This design comes from an exercise in tuning for small area and a short achievable clock period on the open sky130 flow, not from production work. In this exercise RTL edits were held to simulation tests only and were not proved equivalent to the original. Power and IR drop assume default switching activity.

// MIPS
module MIPS (clk, rst, pc_rom, inst_rom, ram_size, ram_read, ram_write, ram_data, ram_word, ram_adr);
  input clk, rst;
  input [31:0] inst_rom;
  input [31:0] ram_word;
  output [31:0] pc_rom;
  output [1:0] ram_size;
  output ram_read, ram_write;
  output [31:0] ram_data;
  output [31:0] ram_adr;
  reg [31:2] pc_a, pc_b;
  reg        br_q, nbr_q;          
  reg [31:0] id_inst;
  reg        id_nop;
  reg [31:2] id_pc;
  reg [31:0] id_selA, id_selB;    
  reg        ex_we_r, ex_mrd_r, ex_mwr_r, ex_ovf_r;  
  reg        ex_okill;           
  wire ex_we  = ex_we_r  & ~ex_okill;
  wire ex_mrd = ex_mrd_r & ~ex_okill;
  wire ex_mwr = ex_mwr_r & ~ex_okill;
  wire ex_ovf = ex_ovf_r & ~ex_okill;
  reg [1:0]  ex_msz;
  reg        ex_sub;
  reg        ex_add, ex_and, ex_or, ex_xor, ex_nor, ex_slt, ex_sll, ex_srl, ex_sra, ex_lui;
  reg [31:0] ex_op2x;             
  reg        ex_fb2;
  reg [4:0]  ex_wreg;
  reg        ex_rt_rs, ex_rt_rt, ex_rt_0;   
  reg [31:0] ex_d1, ex_d2;
  reg        ex_fa_m, ex_fb_m;
  reg        mem_we, mem_rd, mem_wr;
  reg [1:0]  mem_sz;
  reg [4:0]  mem_wreg;
  reg [31:0] mem_res, mem_sd;
  reg [31:0] rf [0:31];
  reg [31:0] rf_valid;
  assign ram_size  = mem_sz;
  assign ram_read  = mem_rd;
  assign ram_write = mem_wr;
  assign ram_adr   = mem_res;
  assign ram_data  = mem_sd;
  wire [31:0] mem_data = mem_rd ? ram_word : mem_res;
  wire [31:0] mem_wsel = mem_we ? (32'b1 << mem_wreg) : 32'b0;
  wire [31:0] valid_next = rf_valid | mem_wsel;
  always @(posedge clk) begin
    if (mem_we) rf[mem_wreg] <= mem_data;
  end
  always @(posedge clk or posedge rst) begin
    if (rst) rf_valid <= 32'b0;
    else rf_valid <= valid_next;
  end
  wire [31:0] inst = id_nop ? 32'b0 : id_inst;
  wire [5:0] op = inst[31:26];
  wire [5:0] fn = inst[5:0];
  wire [4:0] rs = inst[25:21];
  wire [4:0] rt = inst[20:16];
  wire [4:0] rd = inst[15:11];
  reg [31:0] rdA, rdB;
  integer j;
  always @* begin
    rdA = 32'b0;
  ...
For scale: ~1400 flip-flops.
clock: 10.0 ns
lec_check: 0
cap_margin: 20
core_margin: 2
core_utilization: 60
cts_cluster_diameter: 80
cts_cluster_size: 24
slew_margin: 20
standard.sh (not shown) runs the stock make flow with config.mk's settings and CLKGATE_MAP_FILE= SYNTH_SCRIPT=/design/flow/synth_recipe.tcl, a recipe that flattens the netlist after the stock synthesis.
==> flow/flow/run.sh <==
#!/bin/bash
# Layout flow: the standard ORFS flow (standard.sh) with three changes:
# repair_timing aims for 6 ns of setup slack (the clock and constraints are
# unchanged), the port buffers are buf_4 cells, and the flow's parasitic
# estimates use flow/rc.tcl (the platform's wire RC, scaled up).
set -euo pipefail
bash standard.sh SETUP_SLACK_MARGIN=6 "BUFFER_PORTS_ARGS=-buffer_cell sky130_fd_sc_hd__buf_4" "LAYER_PARASITICS_FILE=$PWD/flow/rc.tcl" finish > flow.log 2>&1
==> flow/flow/rc.tcl <==
set_layer_rc -layer li1 -capacitance 0.000187375 -resistance 0.10764
set_layer_rc -layer met1 -capacitance 0.000215469 -resistance 0.00133935
set_layer_rc -layer met2 -capacitance 0.000170291 -resistance 0.00133935
set_layer_rc -layer met3 -capacitance 0.000268703 -resistance 0.00023505
set_layer_rc -layer met4 -capacitance 0.00018516 -resistance 0.00023505
set_layer_rc -layer met5 -capacitance 0.000192609 -resistance 2.6715e-05
# end correlate

set_layer_rc -via mcon -resistance 0.0138737
set_layer_rc -via via -resistance 0.00675
set_layer_rc -via via2 -resistance 0.00505318
set_layer_rc -via via3 -resistance 0.000564953
set_layer_rc -via via4 -resistance 8.7e-06

set_wire_rc -signal -layer met1
set_wire_rc -clock -layer met3
The baseline finished with timing, DRC and antenna clean.
Rerun with:
==> flow/flow/run.sh (replaced) <==
#!/bin/bash
# Layout flow: the standard ORFS flow (standard.sh) with two changes:
# repair_timing aims for 6 ns of setup slack (the clock and constraints are
# unchanged), and the port buffers are buf_4 cells.
set -euo pipefail
bash standard.sh SETUP_SLACK_MARGIN=6 "BUFFER_PORTS_ARGS=-buffer_cell sky130_fd_sc_hd__buf_4" finish > flow.log 2>&1
removed: flow/flow/rc.tcl
After rerunning: Register-to-register slack degrades by 0.11 ns. Wire length goes down slightly. Via count goes down slightly. Clock skew goes up by 0.017 ns. Non-clock buffer count goes down by 93. Flip-flop and latch count is unchanged. Count of clock-buffer cells in the layout goes up by 2. Power goes down slightly.

==> re-timing with driven ports <==
Ports are ideal in the flow. The routed layout listed here was re-timed in OpenROAD.
Step 1 assumes that a clkbuf_16 drives the clock port and a buf_2 every other input.
Step 2 moves the port delays by t, midway between the first and last clock arrival at a register: inputs arrive t later, outputs are due t later. That takes back most of the time a late clock gives input paths.
Slacks: ideal ports / drivers / drivers and shift; pairs: ideal ports / drivers.
run: the second run
t (ns): 0.794
setup WS [ns]: 5.851 / 5.851 / 5.443
worst setup path after step 2: input to register
slew at the worst register clock pin (ns): 0.11 / 0.11
pins driven straight from the clock port: 1
After both steps the second run still meets setup and hold. For the second run, drivers alone change the setup slack by 0.000 ns; drivers and shift together by -0.408 ns.
